This is an optimization exercise on Yosys and OpenROAD, whose aim is small area and a short achievable clock period, not a production implementation.
The RTL was checked by simulation tests, not by an equivalence proof against the original design.

==> flow/design.v, too long to show whole: its modules and the start of the top module <==
// module lms_adapt_filt_4tap: 2065 lines
// module lms_ustep: 72 lines
// module lms_hupd: 8 lines
// module lms_esub: 5 lines
// module lms_nsub: 5 lines
// module lms_fa: 6 lines
// module lms_ha: 6 lines
// module lms_aoi: 5 lines
// module lms_oai: 5 lines
// module lms_xor: 5 lines
// module lms_xnor: 5 lines
// module lms_bpp: 5 lines
module lms_adapt_filt_4tap (clk,rst,xin,din,errr,filt_out);
  // ...
==> flow/flow/run.sh <==
#!/bin/bash
# The standard layout, with buf_1 cells as the port buffers (the timing
# repair upsizes the ones on critical paths) and the repair aiming 5.8 ns
# below the clock period.
set -euo pipefail
bash standard.sh SETUP_SLACK_MARGIN=5.8 "BUFFER_PORTS_ARGS=-buffer_cell sky130_fd_sc_hd__buf_1" finish > standard.log 2>&1
==> flow/standard.sh <==
#!/bin/bash
# synth_recipe.tcl (not shown) runs the flow's synth.tcl, then flattens the netlist and writes it again
# the make line also repeats each setting of config.mk as NAME=value (left out here)
make -C /OpenROAD-flow-scripts/flow DESIGN_CONFIG=/design/flow/config.mk WORK_HOME=/design/flow/orfs CLKGATE_MAP_FILE= SYNTH_SCRIPT=/design/flow/synth_recipe.tcl "${@:-finish}"
==> flow/config.mk <==
export PLATFORM = sky130hd
export DESIGN_NAME = lms_adapt_filt_4tap
export DESIGN_NICKNAME = lms_adapt_filt_4tap
export VERILOG_FILES = /design/flow/design.v
export SDC_FILE = /design/flow/constraint.sdc
export NUM_CORES = 4
export LEC_CHECK = 0
export CAP_MARGIN = 20
export CORE_MARGIN = 2
export CORE_UTILIZATION = 40
export SLEW_MARGIN = 20
export SYNTH_HIERARCHICAL = 1
==> flow/constraint.sdc <==
create_clock -name core_clock -period 12.0 [get_ports {clk}]
set_input_delay 2.4000 -clock core_clock [delete_from_list [all_inputs] [get_ports {clk}]]
set_output_delay 2.4000 -clock core_clock [all_outputs]
set_load 0.01 [all_outputs]
==> out/results.txt, run 1 <==
buffer share of cell area: 0.04971
clk buf depth: 2
fin. max-slew vios: 0
M1 WL: 15.65 mm
Biggest register: y
R2R Setup Slk: 5.56 ns
Final Hold Viols: 0
Layout Nets: 1659
Hold Crit Class: reg2reg
Vias: 10390
Total GRT Usage: 0.2124
relative slew slack: 0.4043
FF/Latch Area: 0.002659 sq mm
worst r2r path cells: 22
hold path depth: 0
vias per std cell: 5.481
Synth top cells by count: xor2_1, o22ai_1, fa_1
per-cell routed wire length: 18.99 um
synthesized area: 0.01326 sq mm
status: finished clean
#FFs+latches synth: 106
GRT overflow: 0
CP delay by family, top: adder cells
==> run 2: changes to the inputs <==
==> flow/run.sh (new file) <==
#!/bin/bash
# synth_recipe.tcl (not shown) runs the flow's synth.tcl, then flattens the netlist and writes it again
# the make line also repeats each setting of config.mk as NAME=value (left out here)
make -C /OpenROAD-flow-scripts/flow DESIGN_CONFIG=/design/flow/config.mk WORK_HOME=/design/flow/orfs CLKGATE_MAP_FILE= SYNTH_SCRIPT=/design/flow/synth_recipe.tcl finish
--- a/flow/config.mk
+++ b/flow/config.mk
@@ -8,5 +8,6 @@
 export CAP_MARGIN = 20
 export CORE_MARGIN = 2
 export CORE_UTILIZATION = 40
+export SETUP_SLACK_MARGIN = 5
 export SLEW_MARGIN = 20
 export SYNTH_HIERARCHICAL = 1
removed: flow/flow/run.sh
removed: flow/standard.sh
==> run 2 against run 1 <==
Compared with the run above: still clean on timing, DRC and antenna; synthesized area is the same; design area down 3.9%; clock skew is 0.0049 ns lower; routed wire length is 4.5% lower; final cell count down 1.7%; via count decreased by 2.0%; sequential share of layout area is 0.68 points higher; core utilization is 1.8 points lower; die area unchanged; critical path type is now in2out; critical endpoint is now errr[5].
==> out/results.txt, run 2 <==
CP Class: in2out (was reg2reg)
Cell variety after synth: 57 (unchanged)
compound-gate portion of the synthesized area: 0.1605 (unchanged)
Detail Route Antenna Nets: 0 (unchanged)
Worst path most repeated cell: clkdlybuf4s50_1 (was fa_1)
CTS Hold Bufs: 0 (unchanged)
CP Buf/Inv Count: 2 (unchanged)
drt total wl: 34.38 mm (was 35.98 mm)
die area: 0.03461 sq mm (unchanged)
Final Hold Viols: 0 (unchanged)
CTS tree: done (unchanged)
H-tree depth: 3 (unchanged)
xor-xnor portion of the synthesized cell area: 0.2898 (unchanged)
worst skew pair latency: 0.37 ns (about the same)
max_cap viols: 0 (unchanged)
largest net degree at the start of global routing: 57 (was 59)
max reg flops: 10 (unchanged)
Antenna Diode Count: 0 (unchanged)
Post-route DRC: 0 (unchanged)
Worst Clk Skew: 0.01246 ns (was 0.01740 ns)
Initial Utilization: 0.4064 (unchanged)
RSZ-0062 raised after global routing: no (was yes)
I/O pin total: 40 (unchanged)
Layout area overhead: 12.45% (was 16.97%)
CTS sink cnt: 106 (unchanged)
core footprint: 0.03262 sq mm (unchanged)
crit start category: input pin (was flop)
relative slew slack: 0.3008 (was 0.4043)
#FFs+latches synth: 106 (unchanged)
ys async rst share: 1.000 (unchanged)
vias per std cell: 5.465 (was 5.481)
crit-path max cell delay: 0.56 ns (was 0.54 ns)
Die H: 186.0 um (unchanged)
commonest non-fill, non-tap cell in the layout: xor2_1 (unchanged)
Hold Crit Class: reg2reg (unchanged)
Vias: 10180 (was 10390)
antenna violations before repair: 0 (unchanged)
GRT overflow: 0 (unchanged)
Detailed Place HPWL: 25.79 mm (was 26.49 mm)
Worst EP arrival: 4.39 ns (was 6.72 ns)
buffers added on ports: 39 (unchanged)
synthesized area: 0.01326 sq mm (unchanged)
CP delay by family, top: buffers and inverters (was adder cells)
DR iter-0 viols: 590 (was 700)
Synth top cells by count: xor2_1, o22ai_1, fa_1 (unchanged)
fin. max-slew vios: 0 (unchanged)
status: finished clean (unchanged)
Tmin final: 6.789 ns (was 6.444 ns)
cell breakdown of the critical path: clkdlybuf4s50_1 > ha_4 > o21ai_2 > a21oi_2 > o21a_1 > nor2_1 > xnor2_1 > clkdlybuf4s50_1 (was inv_1 > fa_1 > xor2_1 > a22o_1 > a22o_1 > a311o_1 > a22o_1 > xor2_2 > inv_2 > o22ai_2 > xor2_1 > fa_2 > fa_2 > fa_1 > fa_1 > fa_1 > ha_2 > ha_4 > xor2_2 > o21ai_1 > a32oi_1 > xor2_1)
Post-Synth Adder-Cell Area: 0.2534 (unchanged)
sequential cell area fraction in the yosys report: 0.2005 (unchanged)
mux share of post-synthesis cell area: 0 (unchanged)
CP required: 9.60 ns (was 12.28 ns)
largest area contributor in the netlist: xor2_1 (unchanged)
average size of a mapped cell: 9.863 sq um (unchanged)
main combinational cell family by area after synthesis: XOR/XNOR gates (unchanged)
worst slew pin tran: 1.049 ns (was 0.8936 ns)
setup TNS: 0 ns (unchanged)
Placer Congestion: 0.9099 (was 0.8909)
endpoints failing setup: 0 (unchanged)
Num CTS Buffers: 9 (unchanged)
vias in the first global route: 10390 (was 10370)
first-pass GRT wire length: 55.59 mm (was 56.58 mm)
number of synthesized flops with an enable pin: 0 (unchanged)
FP Rows: 66 (unchanged)
CP Capture Type: output port (was flop)
top cells by area, synth: xor2_1, fa_1, dfrtp_1 (unchanged)
Biggest register: y (unchanged)
Layout Nets: 1627 (was 1659)
Yosys top cell area share: 0.2630 (unchanged)
Total GRT Usage: 0.2062 (was 0.2124)
Synth Area in Simple Gates: 0.06239 (unchanged)
ratio of cells with drive above 1 in the final layout: 0.07530 (was 0.1452)
Ys Warns: 7 (unchanged)
worst-path fanout max: 4 (unchanged)
Max Clk Rate: 147.3 MHz (was 155.2 MHz)
Layout Utilization: 0.4570 (was 0.4753)
DRT Pass-1 Iters: 5 (was 7)
Root Buffer Master: clkbuf_16 (unchanged)
top_reg_cell synth: dfrtp_1 (unchanged)
most frequent cells in the layout: xor2_1, o22ai_1, fa_1 (unchanged)
per-cell routed wire length: 18.45 um (was 18.99 um)
most frequent cell after synthesis: xor2_1 (unchanged)
DIE WIDTH: 186.0 um (unchanged)
Clock transition at path regs: 0.08 ns (was 0.09 ns)
slowest CP cell: clkdlybuf4s50_1 (was fa_1)
Post-Syn Instances: 1344 (unchanged)
Tcrit/Tclk final: 0.5657 (was 0.5370)
clk buf depth: 2 (unchanged)
## run 2: cell counts after synthesis
Identical to the previous run, type by type.
## run 2: what timing repair did
item,in CTS,in global routing
buffers inserted,0,8
setup endpoints to repair,3,12
gates resized for setup,5,29
cloned,0,1
pin swaps,0,17
## run 2: final timing paths
kind                       startpoint       to  slack [ns]  depth (start not counted)
setup / recovery               din[2]  errr[5]        5.21                          8
hold / removal                  x3[6]    x4[6]        0.47                          0
setup reg to reg               hb2[1]     y[9]        5.35                         21
hold reg to reg                 x3[6]    x4[6]        0.47                          0
max in group asynchronous         rst   hb0[7]        8.32                          3
min in group asynchronous         rst   hb2[3]        2.50                          2
## run 2: logic make-up after synthesis
family                     Yosys count
DFF                                106
other                                1
AOI/OAI and AO/OA                  314
xor gates and xnor gates           436
buffers and inverters              115
and+or+nand+nor                    181
adders and majority gates          191
## run 2: Yosys stat by module (local to each module, per instance)
module / cells / times used / flip-flops and latches
lms_ha: 1 / 40 / 0
lms_xor: 1 / 376 / 0
lms_oai: 1 / 192 / 0
lms_adapt_filt_4tap: 490 / 1 / 106
lms_nsub: 57 / 1 / 0
lms_esub: 62 / 1 / 0
lms_fa: 1 / 127 / 0
## run 2: area by class of cell
cell class                      count  area [sq um]
Clock inverter                      6         70.07
Inverter                          100         377.9
Timing Repair Buffer               73         650.6
Tap cell                          442         553.0
Clock buffer                       10         239.0
Multi-Input combinational cell   1126         10360
Fill cell                        3073         17710
Sequential cell                   106          2658
## run 2: layer usage
layer,vias to the layer above,GRT usage,wire (um)
met5,-,0,0
met4,0,0.04945,686
met3,44,0.02367,1298
met1,5067,0.2739,15360
met2,277,0.3587,17030
li1,4794,-,-
## run 2: metrics by stage
step                      hold slack (ns)  instances  setup slack [ns]  cell area, sq um
after detailed placement           0.4449       1838             4.708             14370
after floorplan                    0.3741       1347             5.011             13270
after global routing               0.4903       1863             4.998             14910
final                              0.4724       1863             5.211             14910
after CTS                          0.4734       1854             5.049             14690
after global placement             0.4375       1838             4.800             14370
==> run 3: changes to the inputs <==
==> flow/flow/run.sh (new file) <==
#!/bin/bash
# The standard layout, with buf_1 cells as the port buffers (the timing
# repair upsizes the ones on critical paths).
set -euo pipefail
bash standard.sh "BUFFER_PORTS_ARGS=-buffer_cell sky130_fd_sc_hd__buf_1" finish > standard.log 2>&1
==> flow/standard.sh (new file) <==
#!/bin/bash
# synth_recipe.tcl (not shown) runs the flow's synth.tcl, then flattens the netlist and writes it again
# the make line also repeats each setting of config.mk as NAME=value (left out here)
make -C /OpenROAD-flow-scripts/flow DESIGN_CONFIG=/design/flow/config.mk WORK_HOME=/design/flow/orfs CLKGATE_MAP_FILE= SYNTH_SCRIPT=/design/flow/synth_recipe.tcl "${@:-finish}"
--- a/flow/config.mk
+++ b/flow/config.mk
@@ -8,6 +8,7 @@
 export CAP_MARGIN = 20
 export CORE_MARGIN = 2
 export CORE_UTILIZATION = 40
+export CTS_BUF_LIST = sky130_fd_sc_hd__clkbuf_8
 export SETUP_SLACK_MARGIN = 5
 export SLEW_MARGIN = 20
 export SYNTH_HIERARCHICAL = 1
removed: flow/run.sh
==> run 3 against run 2 <==
Compared with the run above: sequential cell count stayed put; sequential share of layout area is 0.66 points higher.
==> out/results.txt, run 3 <==
Vias: 10130 (was 10180)
Worst path most repeated cell: fa_1 (was clkdlybuf4s50_1)
DIE WIDTH: 186.0 um (unchanged)
Num CTS Buffers: 9 (unchanged)
Synth top cells by count: xor2_1, o22ai_1, fa_1 (unchanged)
top cells by area, synth: xor2_1, fa_1, dfrtp_1 (unchanged)
most frequent cell after synthesis: xor2_1 (unchanged)
worst skew pair latency: 0.41 ns (was 0.37 ns)
average size of a mapped cell: 9.863 sq um (unchanged)
Biggest register: y (unchanged)
CTS sink cnt: 106 (unchanged)
CP required: 12.33 ns (was 9.60 ns)
Clock transition at path regs: 0.12 ns (was 0.08 ns)
Hold Crit Class: reg2reg (unchanged)
Detail Route Antenna Nets: 0 (unchanged)
number of synthesized flops with an enable pin: 0 (unchanged)
CTS Hold Bufs: 0 (unchanged)
max reg flops: 10 (unchanged)
Tmin final: 6.663 ns (was 6.789 ns)
CP Capture Type: flop (was output port)
relative slew slack: 0.2808 (was 0.3008)
fin. max-slew vios: 0 (unchanged)
most frequent cells in the layout: xor2_1, o22ai_1, fa_1 (unchanged)
GRT overflow: 0 (unchanged)
largest net degree at the start of global routing: 56 (was 57)
status: finished clean (unchanged)
Detailed Place HPWL: 25.97 mm (was 25.79 mm)
crit-path max cell delay: 0.57 ns (was 0.56 ns)
max_cap viols: 0 (unchanged)
crit start category: flop (was input pin)
Post-Layout Cell Count: 1854 (was 1863)
top_reg_cell synth: dfrtp_1 (unchanged)
CTS tree: done (unchanged)
worst-path fanout max: 4 (unchanged)
Die H: 186.0 um (unchanged)
cell breakdown of the critical path: inv_1 > fa_1 > xor2_1 > a22o_1 > a22o_1 > a311o_1 > a22o_1 > xor2_1 > inv_1 > o22ai_1 > xor2_1 > fa_1 > fa_1 > fa_1 > fa_1 > fa_1 > ha_1 > ha_1 > xor2_2 > o21ai_0 > a32oi_1 > xor2_1 (was clkdlybuf4s50_1 > ha_4 > o21ai_2 > a21oi_2 > o21a_1 > nor2_1 > xnor2_1 > clkdlybuf4s50_1)
endpoints failing setup: 0 (unchanged)
Placer Congestion: 0.9095 (was 0.9099)
RSZ-0062 raised after global routing: no (unchanged)
Total GRT Usage: 0.2038 (was 0.2062)
Root Buffer Master: clkbuf_8 (was clkbuf_16)
Initial Utilization: 0.4064 (unchanged)
per-cell routed wire length: 18.43 um (was 18.45 um)
vias per std cell: 5.463 (was 5.465)
worst slew pin tran: 1.071 ns (was 1.049 ns)
DP Cell Count: 1837 (was 1838)
Antenna Diode Count: 0 (unchanged)
CP Class: reg2reg (was in2out)
FILL cells: 3226 (was 3073)
drt total wl: 34.17 mm (was 34.38 mm)
buffers added on ports: 39 (unchanged)
ys async rst share: 1.000 (unchanged)
largest area contributor in the netlist: xor2_1 (unchanged)
DRT Pass-1 Iters: 6 (was 5)
Tcrit/Tclk final: 0.5553 (was 0.5657)
Worst Clk Skew: 0.01253 ns (was 0.01246 ns)
ratio of cells with drive above 1 in the final layout: 0.05524 (was 0.07530)
#FFs+latches synth: 106 (unchanged)
Layout area overhead: 8.448% (was 12.45%)
sequential cell area fraction in the yosys report: 0.2005 (unchanged)
Post-Syn Instances: 1344 (unchanged)
die area: 0.03461 sq mm (unchanged)
synthesized area: 0.01326 sq mm (unchanged)
H-tree depth: 3 (unchanged)
Post-route DRC: 0 (unchanged)
Worst EP arrival: 6.99 ns (was 4.39 ns)
FP Rows: 66 (unchanged)
Yosys top cell area share: 0.2630 (unchanged)
setup TNS: 0 ns (unchanged)
vias in the first global route: 10160 (was 10390)
I/O pin total: 40 (unchanged)
Layout Nets: 1618 (was 1627)
Max Clk Rate: 150.1 MHz (was 147.3 MHz)
slowest CP cell: fa_1 (was clkdlybuf4s50_1)
clk buf depth: 2 (unchanged)
commonest non-fill, non-tap cell in the layout: xor2_1 (unchanged)
Cell variety after synth: 57 (unchanged)
first-pass GRT wire length: 54.72 mm (was 55.59 mm)
DR iter-0 viols: 761 (was 590)
Ys Warns: 7 (unchanged)
antenna violations before repair: 0 (unchanged)
Final Hold Viols: 0 (unchanged)
core footprint: 0.03262 sq mm (unchanged)
[run 3: final timing paths]
check                           startpoint      to  slack, ns  cells after the start
worst min-delay path                 x2[4]   x3[4]       0.47                      0
worst max register to register       q0[3]    y[9]       5.34                     22
min in group asynchronous              rst  hb2[7]       2.11                      2
worst min register to register       x2[4]   x3[4]       0.47                      0
max in group asynchronous              rst   x0[1]       8.68                      3
worst max-delay path                 q0[3]    y[9]       5.34                     22
[run 3: modules after synthesis (local to each module, per instance), excerpt]
module / cells / flops+latches
lms_esub: 62 / 0
lms_nsub: 57 / 0
lms_oai: 1 / 0
lms_ha: 1 / 0
lms_fa: 1 / 0
lms_adapt_filt_4tap: 490 / 106
[run 3: kinds of logic (layout without fill, tap and decap cells)]
logic type,after synthesis,in the layout,share of synthesized area
flops,106,106,0.2005
simple gates,181,181,0.06239
other cells,1,4,0.0002829
fa+ha+maj,191,191,0.2534
buf+inv,115,180,0.03323
compound gates,314,314,0.1605
xor+xnor,436,436,0.2898
[run 3: worst max-delay path: cells and delay by family, from the launching register on]
kind	cells	cell delay [ns]
adder cells (fa/ha/maj)	8	3.35
AO/OA/AOI/OAI	7	1.65
XOR/XNOR	5	0.97
flip-flops	1	0.41
buffers and inverters	2	0.19
[run 3: what timing repair did]
item / 4_1_cts / 5_1_grt
setup buffers: 0 / 1
setup endpoints to repair: 0 / 1
resized for setup: 0 / 4
[run 3: routing by layer]
metal | track usage | part of all wire
met2 | 0.3527 | 0.49
met3 | 0.02328 | 0.041
met5 | 0 | 0
met1 | 0.2751 | 0.45
met4 | 0.04157 | 0.015
[run 3: per-stage QoR]
stage	area (sq um)	util	setup WS, ns	hold WS (ns)
after floorplan	13270	-	5.011	0.3741
after global placement	14120	0.4328	5.190	0.4341
after detailed placement	14120	0.4328	5.102	0.4402
after CTS	14350	0.4399	5.205	0.4631
after global routing	14380	0.4407	5.028	0.4672
final	14380	0.4407	5.337	0.4697
[run 3: area by class of cell]
cell class,count,area [sq um],area share
multi-input cells,1126,10220,0.7109
flip-flops and latches,106,2658,0.1849
well taps,442,553.0,0.03847
inverters,100,377.9,0.02629
repair buffers,64,334.1,0.02324
clock buffers,10,137.6,0.009574
clock inverters,6,95.09,0.006615
==> run 4: changes to the inputs <==
--- a/flow/config.mk
+++ b/flow/config.mk
@@ -8,7 +8,6 @@
 export CAP_MARGIN = 20
 export CORE_MARGIN = 2
 export CORE_UTILIZATION = 40
-export CTS_BUF_LIST = sky130_fd_sc_hd__clkbuf_8
 export SETUP_SLACK_MARGIN = 5
 export SLEW_MARGIN = 20
 export SYNTH_HIERARCHICAL = 1
==> run 4 against run 3 <==
Compared with the run above: still clean on timing, DRC and antenna; worst setup slack improved by 0.0044 ns; via count hardly changed; clock-buffer cell count stayed put; critical path depth stayed put; sequential cell count is the same; sequential share of layout area down 0.13 points; first-iteration DRC count unchanged; synthesized cell count unchanged; worst hold slack worse by 0.012 ns; critical path type unchanged; critical endpoint unchanged.
==> out/results.txt, run 4 <==
status: finished clean (unchanged)
FF-to-FF End: y[9] (unchanged)
RSZ-0062 raised after global routing: no (unchanged)
average size of a mapped cell: 9.863 sq um (unchanged)
ys async rst share: 1.000 (unchanged)
die area: 0.03461 sq mm (unchanged)
ratio of cells with drive above 1 in the final layout: 0.05524 (unchanged)
Layout Nets: 1618 (unchanged)
CP required: 12.29 ns (was 12.33 ns)
commonest non-fill, non-tap cell in the layout: xor2_1 (unchanged)
fin. max-slew vios: 0 (unchanged)
Worst EP arrival: 6.94 ns (was 6.99 ns)
Hold Crit Class: reg2reg (unchanged)
top_reg_cell synth: dfrtp_1 (unchanged)
Post-Syn Instances: 1344 (unchanged)
worst-path fanout max: 4 (unchanged)
largest area contributor in the netlist: xor2_1 (unchanged)
min-delay src: x2[4] (unchanged)
max_cap viols: 0 (unchanged)
hold path depth: 0 (unchanged)
Vias: 10130 (about the same)
endpoints failing setup: 0 (unchanged)
CTS tree: done (unchanged)
DRT Pass-1 Iters: 5 (was 6)
Tmin final: 6.659 ns (was 6.663 ns)
crit start category: flop (unchanged)
hold endpoint: x3[4] (unchanged)
I/O pin total: 40 (unchanged)
number of synthesized flops with an enable pin: 0 (unchanged)
footprint of the multi-input gates: 0.01022 sq mm (unchanged)
FP Rows: 66 (unchanged)
Root Buffer Master: clkbuf_16 (was clkbuf_8)
drt total wl: 34.12 mm (was 34.17 mm)
Synth top cells by count: xor2_1, o22ai_1, fa_1 (unchanged)
antenna violations before repair: 0 (unchanged)
first-pass GRT wire length: 54.83 mm (was 54.72 mm)
Max Clk Rate: 150.2 MHz (was 150.1 MHz)
Tcrit/Tclk final: 0.5549 (was 0.5553)
H-tree depth: 3 (unchanged)
Num CTS Buffers: 9 (unchanged)
vias in the first global route: 10160 (about the same)
Placer Congestion: 0.9095 (unchanged)
setup ws final: 5.341 ns (was 5.337 ns)
clk buf depth: 2 (unchanged)
Detail Route Antenna Nets: 0 (unchanged)
Post-route DRC: 0 (unchanged)
max reg flops: 10 (unchanged)
buffers added on ports: 39 (unchanged)
per-cell routed wire length: 18.40 um (was 18.43 um)
largest net degree at the start of global routing: 56 (unchanged)
worst skew pair latency: 0.37 ns (was 0.41 ns)
Ys Warns: 7 (unchanged)
worst r2r path cells: 22 (unchanged)
FF/Latch Area: 0.002658 sq mm (unchanged)
R2R Setup Slk: 5.34 ns (about the same)
Yosys top cell area share: 0.2630 (unchanged)
CP Class: reg2reg (unchanged)
Antenna Diode Count: 0 (unchanged)
DIE WIDTH: 186.0 um (unchanged)
Worst Clk Skew: 0.009911 ns (was 0.01253 ns)
CTS sink cnt: 106 (unchanged)
DR iter-0 viols: 761 (unchanged)
worst slew pin tran: 1.078 ns (was 1.071 ns)
FILL cells: 3211 (was 3226)
Total GRT Usage: 0.2042 (was 0.2038)
core footprint: 0.03262 sq mm (unchanged)
#FFs+latches synth: 106 (unchanged)
Clock transition at path regs: 0.08 ns (was 0.12 ns)
top cells by area, synth: xor2_1, fa_1, dfrtp_1 (unchanged)
Initial Utilization: 0.4064 (unchanged)
dpl ws: 5.102 ns (unchanged)
GRT overflow: 0 (unchanged)
Layout area overhead: 9.213% (was 8.448%)
setup TNS: 0 ns (unchanged)
relative slew slack: 0.2764 (was 0.2808)
vias per std cell: 5.465 (was 5.463)
Final Hold Viols: 0 (unchanged)
Biggest register: y (unchanged)
most frequent cells in the layout: xor2_1, o22ai_1, fa_1 (unchanged)
sequential cell area fraction in the yosys report: 0.2005 (unchanged)
synthesized area: 0.01326 sq mm (unchanged)
Detailed Place HPWL: 25.97 mm (unchanged)
Die H: 186.0 um (unchanged)
most frequent cell after synthesis: xor2_1 (unchanged)
RR Startpoint: q0[3] (unchanged)
Cell variety after synth: 57 (unchanged)
CP Capture Type: flop (unchanged)
-- run 4: cell count changes in the layout (fill, tap and decap cells not counted) --
| cell | previous run | this run |
|---|---|---|
| clkbuf_16 | 0 | 9 |
| clkbuf_8 | 10 | 1 |
-- run 4: timing repair --
item | 4_1_cts | 5_1_grt
hold endpoints to repair | 0 | 0
buffers inserted | 0 | 1
endpoints found under the setup margin | 0 | 1
hold buffers | 0 | 0
resized for setup | 0 | 4
-- run 4: cells by family after synthesis --
group                    synth area share
buffers and inverters             0.03323
other                           0.0002829
XOR/XNOR                           0.2898
flip-flops                         0.2005
adder cells (fa/ha/maj)            0.2534
AO/OA/AOI/OAI                      0.1605
AND/OR/NAND/NOR                   0.06239
-- run 4: critical path, stage by stage, from the launching register on --
cell     delay, ns
dfrtp_1       0.40
inv_1         0.07
fa_1          0.43
xor2_1        0.20
a22o_1        0.27
a22o_1        0.24
a311o_1       0.42
a22o_1        0.23
xor2_1        0.18
inv_1         0.12
o22ai_1       0.19
xor2_1        0.26
fa_1          0.50
fa_1          0.49
fa_1          0.41
fa_1          0.57
fa_1          0.41
ha_1          0.19
ha_1          0.35
xor2_2        0.17
o21ai_0       0.10
a32oi_1       0.20
xor2_1        0.16
-- run 4: per-module statistics from Yosys (local to each module, per instance) --
module | cells inside | copies in the design
lms_fa | 1 | 127
lms_ha | 1 | 40
lms_xor | 1 | 376
lms_oai | 1 | 192
lms_adapt_filt_4tap | 490 | 1
lms_esub | 62 | 1
lms_nsub | 57 | 1
-- run 4: through the flow --
| stage | area (sq um) | hold slack (ns) | utilization | instances |
|---|---|---|---|---|
| after floorplan | 13270 | 0.3741 | - | 1347 |
| after global placement | 14120 | 0.4341 | 0.4328 | 1837 |
| after detailed placement | 14120 | 0.4402 | 0.4328 | 1837 |
| after CTS | 14450 | 0.4562 | 0.4430 | 1853 |
| after global routing | 14480 | 0.4665 | 0.4438 | 1854 |
| final | 14480 | 0.4581 | 0.4438 | 1854 |
-- run 4: area by class of cell --
class / instances / area share
inverters: 100 / 0.02610
multi-input cells: 1126 / 0.7060
well taps: 442 / 0.03820
clock inverters: 6 / 0.006569
flip-flops and latches: 106 / 0.1836
clock buffers: 10 / 0.01651
repair buffers: 64 / 0.02308
-- run 4: layer usage --
layer,track usage,part of all wire,up-vias
met1,0.2766,0.44,5029
li1,-,-,4777
met3,0.02054,0.046,31
met2,0.3545,0.50,296
met5,0,0,-
met4,0.04189,0.013,0
-- run 4: how the worst max path moves through the flow --
stage / endpoint / slack [ns] / from / cells after the start
2_1_floorplan: q2[5] / 5.01 / din[0] / 20
3_3_place_gp: q0[5] / 5.19 / din[0] / 23
3_5_place_dp: q0[5] / 5.10 / din[0] / 23
4_1_cts: y[9] / 5.22 / q1[3] / 22
5_1_grt: y[9] / 5.04 / q0[3] / 22
6_report: y[9] / 5.34 / q0[3] / 22

-- afterwards: timing with drivers on the ports --
The results above use ideal ports. As a check the final layouts listed here were re-extracted and re-timed, cells and wires unchanged. Step 1 (the two cells are an assumption about what drives the block):
set clk [get_ports {clk}]
set_driving_cell -lib_cell sky130_fd_sc_hd__clkbuf_16 $clk
set_driving_cell -lib_cell sky130_fd_sc_hd__buf_2 [delete_from_list [all_inputs] $clk]
Step 2 adds t to the input delays and takes it off the output delays; t is the mean of the earliest and latest rising clock arrival at the registers after step 1. Input paths then give back, and output paths get back, about the clock's delay inside the block. a / b / c = no drivers / after step 1 / after step 2; a / b = the first two.
run | shift t [ns] | slack for setup (ns) | worst setup path at the end | worst register clock-pin slew, ns | pins driven straight from the clock port
run 1 | 0.418 | 5.556 / 5.556 / 5.192 | input to register | 0.09 / 0.09 | 1
run 2 | 0.417 | 5.211 / 5.180 / 4.902 | input to register | 0.08 / 0.08 | 1
run 3 | 0.449 | 5.337 / 5.337 / 5.038 | input to register | 0.12 / 0.12 | 1
run 4 | 0.411 | 5.341 / 5.341 / 5.030 | input to register | 0.08 / 0.08 | 1
After both steps setup and hold are still met in every run listed. For run 1, which loses most, drivers alone change the setup slack by 0.000 ns; drivers and shift together by -0.364 ns.
